This design comes from an exercise in tuning for small area, a short achievable clock period and few clock cycles on the open sky130 flow, not from production work. The flow treats the clock pin as an ideal source. Dropping or thinning the clock tree relies on that and would not hold on a real chip. Power figures rest on the tool's default switching activity, not on a simulated workload.

P:
## AEC
module AEC(clk, rst, ascii_in, ready, valid, result);
input clk;
input rst;
input ready;
input [7:0] ascii_in;
output valid;
output [6:0] result;
reg valid_r;            
reg k_dig, k_pm, k_mul, k_lp, k_rp;    
reg [3:0] xv;           
wire active = k_dig | k_pm | k_mul | k_lp | k_rp;
wire inexpr = ready | active;
wire [7:0] a = ascii_in;
wire is_eq  = a[4] & a[3] & a[2];              
wire is_dig = a[6] | (a[4] & ~(a[3] & a[2]));  
wire is_op  = ~a[6] & ~a[4];                   
wire [2:0] a_inc = a[2:0] + 3'd1;
always @(posedge clk) begin
	if (rst) begin
		valid_r <= 1'b0;
		k_dig   <= 1'b0;
		k_pm    <= 1'b0;
		k_mul   <= 1'b0;
		k_lp    <= 1'b0;
		k_rp    <= 1'b0;
	end else begin
		valid_r <= inexpr & is_eq;
		k_dig   <= inexpr & is_dig;
		k_pm    <= inexpr & is_op & a[0] & (a[1] | a[2]);  
		k_mul   <= inexpr & is_op & ~a[0] & a[1];           
		k_lp    <= inexpr & is_op & ~a[0] & ~a[1];          
		k_rp    <= inexpr & is_op & a[0] & ~a[2] & ~a[1];   
	end
	xv <= a[6] ? {1'b1, a_inc} :
	      is_op ? {a[2], 3'b000} :
	      a[3:0];
end
reg [6:0] A, B, K;
reg [13:0] E0, E1;        
reg [6:0] E2;             
reg [5:0] F;              
reg po;                   
wire [6:0] S_o = {7{k_rp & F[0]}} & E0[13:7];
wire [6:0] r0 = {7{xv[0]}} & B;
wire [6:0] r1 = {7{xv[1]}} & {B[5:0], 1'b0};
  ...
Size: about 390 cells after synthesis, roughly 19 I/O pins, roughly 4000 um^2 of cells after synthesis.
clock: 14.0 ns
lec_check: 0
cap_margin: 20
core_margin: 2
core_utilization: 50
slew_margin: 20
standard.sh (not shown) runs the stock make flow with config.mk's settings and CLKGATE_MAP_FILE= SYNTH_SCRIPT=/design/flow/synth_recipe.tcl, a recipe that flattens the netlist after the stock synthesis.
==> flow/flow/run.sh <==
#!/bin/bash
# Runs the standard ORFS layout (standard.sh) with the extra make
# settings listed one per line in flow/make_args, and flow/pre_cts.tcl as
# the CTS step's PRE_CTS_TCL hook (it builds the clock tree itself).
# make's output goes to standard_flow.log; each ORFS step also writes its
# own log under orfs/logs/.
set -euo pipefail
mapfile -t extra < flow/make_args
bash standard.sh "${extra[@]}" "PRE_CTS_TCL=$PWD/flow/pre_cts.tcl" finish > standard_flow.log 2>&1
==> flow/flow/make_args <==
SETUP_SLACK_MARGIN=10.5
BUFFER_PORTS_ARGS=-buffer_cell sky130_fd_sc_hd__buf_1
Other scripts of this flow, unchanged in this note and not shown: flow/flow/pre_cts.tcl
P ended with every stage complete and zero timing, DRC or antenna violations.
Relative to P, the following input files were edited for Q:
==> flow/flow/make_args <==
SETUP_SLACK_MARGIN=10.45
BUFFER_PORTS_ARGS=-buffer_cell sky130_fd_sc_hd__buf_1
- When Q is set beside P, its total power of the final layout turns out to be 4.0 uW smaller.
- The lower post-detailed-routing wire length came out of Q.
- Between P and Q, the difference in global-route usage is negligible.
- On top achievable clock speed: Q sits below P.
- Q vs. P: power share of the combinational group shrank by 1.2 points, total vias in the final route dropped 22, worst setup slack has decreased.
No run of this note included a check of the RTL's function; only the layout flow was run. In every run of this note, the design's own scripts or RTL, not TritonCTS, make the clock network.

* * *

The RTL this note starts from:
==> flow/design.v <==
module AEC(clk, rst, ascii_in, ready, valid, result);
input clk;
input rst;
input ready;
input [7:0] ascii_in;
output valid;
output [6:0] result;
reg valid_r;            
reg k_dig, k_pm, k_mul, k_lp, k_rp;    
reg [3:0] xv;           
wire active = k_dig | k_pm | k_mul | k_lp | k_rp;
wire inexpr = ready | active;
wire [7:0] a = ascii_in;
wire is_eq  = a[4] & a[3] & a[2];              
wire is_dig = a[6] | (a[4] & ~(a[3] & a[2]));  
wire is_op  = ~a[6] & ~a[4];                   
wire [2:0] a_inc = a[2:0] + 3'd1;
always @(posedge clk) begin
	if (rst) begin
		valid_r <= 1'b0;
		k_dig   <= 1'b0;
		k_pm    <= 1'b0;
		k_mul   <= 1'b0;
		k_lp    <= 1'b0;
		k_rp    <= 1'b0;
	end else begin
		valid_r <= inexpr & is_eq;
		k_dig   <= inexpr & is_dig;
		k_pm    <= inexpr & is_op & a[0] & (a[1] | a[2]);  
		k_mul   <= inexpr & is_op & ~a[0] & a[1];           
		k_lp    <= inexpr & is_op & ~a[0] & ~a[1];          
		k_rp    <= inexpr & is_op & a[0] & ~a[2] & ~a[1];   
	end
	xv <= a[6] ? {1'b1, a_inc} :
	      is_op ? {a[2], 3'b000} :
	      a[3:0];
end
reg [6:0] A, B, K;
reg [13:0] E0;            
reg [6:0] E1;             
reg v0, v1;               
reg [6:0] T;              
reg tm;                   
reg [5:0] F;              
reg po;                   
wire pop = k_rp & F[0] & ~tm;      
wire tclose = k_rp & F[0] & tm;    
wire push = k_lp & po & ~v1;       
wire topen = k_lp & po & v1;       
wire [6:0] S_o = {7{pop}} & E0[13:7];
wire [6:0] r0 = {7{xv[0]}} & B;
wire [6:0] r1 = {7{xv[1]}} & {B[5:0], 1'b0};
wire [6:0] r2 = {7{xv[2]}} & {B[4:0], 2'b0};
wire sub = k_pm & xv[3];
wire cin = k_mul | sub;
wire [6:0] r3 = ({7{xv[3] & ~k_pm}} & {B[3:0], 3'b0}) | S_o | ({7{k_mul}} & ~B) |
                ({7{k_pm}} & (K ^ {7{sub}}));
wire [6:0] s1 = r0 ^ r1 ^ r2;
wire [6:0] c1 = (r0 & r1) | (r0 & r2) | (r1 & r2);
wire [6:0] t1 = {c1[5:0], 1'b0};
wire [6:0] s2 = s1 ^ t1 ^ r3;
wire [6:0] c2 = (s1 & t1) | (s1 & r3) | (t1 & r3);
wire [6:0] t2 = {c2[5:0], cin};
wire [6:0] s3 = s2 ^ t2 ^ A;
wire [6:0] c3 = (s2 & t2) | (s2 & A) | (t2 & A);
wire [6:0] P = s2 + t2;
wire [6:0] Q = s3 + {c3[5:0], 1'b0};
wire a_q = active & ~push & ~k_pm;
wire b_a = k_rp & ~tclose;
wire b_h = k_mul | k_lp | tclose;
wire k_h = k_dig | k_pm | k_mul | (k_rp & ~F[0]);
always @(posedge clk) begin
	A <= ({7{a_q}} & Q) | ({7{k_pm}} & A);
	B <= ({7{k_dig | k_pm}} & P) | ({7{b_a}} & A) | ({7{b_h}} & B) | {6'd0, ~active};
	K <= ({7{k_lp}} & B) | ({7{tclose}} & T) | ({7{pop}} & E0[6:0]) |
	     ({7{k_h}} & K) | {6'd0, ~active};
	po <= k_mul | k_pm;
	F <= ({6{active & ~k_lp & ~k_rp}} & F) | ({6{k_lp}} & {F[4:0], po}) |
	     ({6{k_rp}} & {1'b0, F[5:1]});
	v0 <= (active & ~push & ~pop & v0) | push | (pop & v1);
	v1 <= (active & ~push & ~pop & v1) | (push & v0);
	tm <= (active & ~tclose & tm) | topen;
	E0 <= ({14{push}} & {A, K}) | ({14{pop}} & {E1, 7'd1}) | ({14{~push & ~pop}} & E0);
	E1 <= ({7{push}} & E0[13:7]) | ({7{~push}} & E1);
	T  <= ({7{topen}} & K) | ({7{~topen}} & T);
end
assign valid  = valid_r;
assign result = A;
endmodule
Settings: LEC_CHECK=0, CAP_MARGIN=20, CORE_MARGIN=2, CORE_UTILIZATION=50, SLEW_MARGIN=20; clock period 14.0 ns.
==> flow/flow/make_args <==
SETUP_SLACK_MARGIN=10.5
BUFFER_PORTS_ARGS=-buffer_cell sky130_fd_sc_hd__buf_1
==> flow/flow/pre_cts.tcl <==
# Clock distribution for this small design: the clock port drives four
# clkbuf_16, one per quadrant of the clock sinks, each placed at the centre
# of its sinks and driving them directly.  TritonCTS builds a deeper tree
# (nine buffers in two levels) for the same sinks; here the CTS step's own
# clock_tree_synthesis call is turned into a no-op that only propagates the
# clock, and the rest of the step (legalisation, timing repair) runs as usual.
proc my_split_clock { } {
  set block [ord::get_db_block]
  set clknet [[$block findBTerm clk] getNet]
  set master [[ord::get_db] findMaster sky130_fd_sc_hd__clkbuf_16]
  set sinks {}
  foreach it [$clknet getITerms] {
    set loc [[$it getInst] getLocation]
    lappend sinks [list [lindex $loc 0] [lindex $loc 1] $it]
  }
  set sinks [lsort -integer -index 0 $sinks]
  set half [expr {([llength $sinks] + 1) / 2}]
  set groups {}
  foreach part [list [lrange $sinks 0 [expr {$half - 1}]] [lrange $sinks $half end]] {
    set part [lsort -integer -index 1 $part]
    set h [expr {([llength $part] + 1) / 2}]
    lappend groups [lrange $part 0 [expr {$h - 1}]] [lrange $part $h end]
  }
  set g 0
  foreach grp $groups {
    if { [llength $grp] == 0 } { continue }
    set buf [odb::dbInst_create $block $master clkbuf_q$g]
    set net [odb::dbNet_create $block clknet_q$g]
    $net setSigType CLOCK
    set sx 0
    set sy 0
    foreach s $grp {
      set it [lindex $s 2]
      incr sx [lindex $s 0]
      incr sy [lindex $s 1]
      $it disconnect
      $it connect $net
    }
    [$buf findITerm A] connect $clknet
    [$buf findITerm X] connect $net
    $buf setLocation [expr {$sx / [llength $grp]}] [expr {$sy / [llength $grp]}]
    $buf setPlacementStatus PLACED
    puts "clock buffer clkbuf_q$g drives [llength $grp] sinks"
    incr g
  }
}

my_split_clock
rename clock_tree_synthesis my_unused_clock_tree_synthesis
proc clock_tree_synthesis { args } {
  set_propagated_clock [all_clocks]
  puts "clock_tree_synthesis skipped: the clock tree was built in PRE_CTS_TCL"
}
Scripts as last shown in full above: flow/flow/run.sh
The baseline went through all stages and came out clean.
==> next run, changes <==
==> flow/flow/make_args (replaced) <==
SETUP_SLACK_MARGIN=10.4
BUFFER_PORTS_ARGS=-buffer_cell sky130_fd_sc_hd__buf_1
Setup slack gets worse by 69 ps.
Clock power is about the same.
Global-route usage is lower by 0.26 points.
Fmax is lower by 1.9%.
Die area is unchanged.
Power is lower by 2.5%.
Wire length is lower by 2.5%.
First-iteration DRC count is lower by 1.6%.
Area after synthesis stays the same.
==> next run, changes <==
==> flow/flow/make_args (replaced) <==
SETUP_SLACK_MARGIN=10.6
BUFFER_PORTS_ARGS=-buffer_cell sky130_fd_sc_hd__buf_1
=> Hold slack loses 11 ps. Utilization rises by 2.7 points. Global-route usage came out higher by 1.1 points. Design area goes up by about 4.7%.
No run of this note included a check of the RTL's function; only the layout flow was run. In every run of this note, the design's own scripts or RTL, not TritonCTS, make the clock network.

==> separate check: timing with driven ports <==
In the flow no input, the clock included, has a driving cell. The finished layouts below were timed again as built, in two steps. Step 1 assumes that a clkbuf_16 drives the clock port and a buf_2 every other input. Step 2, shift: input delay + t, output delay - t, t = (earliest + latest rising clock arrival at the registers) / 2. This alone moves slack from input paths to output paths. a / b / c = no drivers / after step 1 / after step 2; a / b = the first two.
run	t (ns)	setup slack, ns	worst setup path after step 2	worst register clock-pin slew, ns	worst slew at a driven data input, ns
P	0.222	10.523 / 10.443 / 10.405	input to register	0.08 / 0.08	0.03
Q	0.221	10.474 / 10.395 / 10.390	input to register	0.08 / 0.08	0.03
the first run of note 2	0.217	10.530 / 10.452 / 10.395	input to register	0.08 / 0.08	0.03
the second run of note 2	0.217	10.461 / 10.384 / 10.372	input to register	0.08 / 0.08	0.03
the third run of note 2	0.217	10.548 / 10.507 / 10.440	input to register	0.08 / 0.08	0.03
After both steps every run listed still meets setup and hold. For the first run of note 2, which loses most, drivers alone change the setup slack by -0.078 ns; drivers and shift together by -0.135 ns.
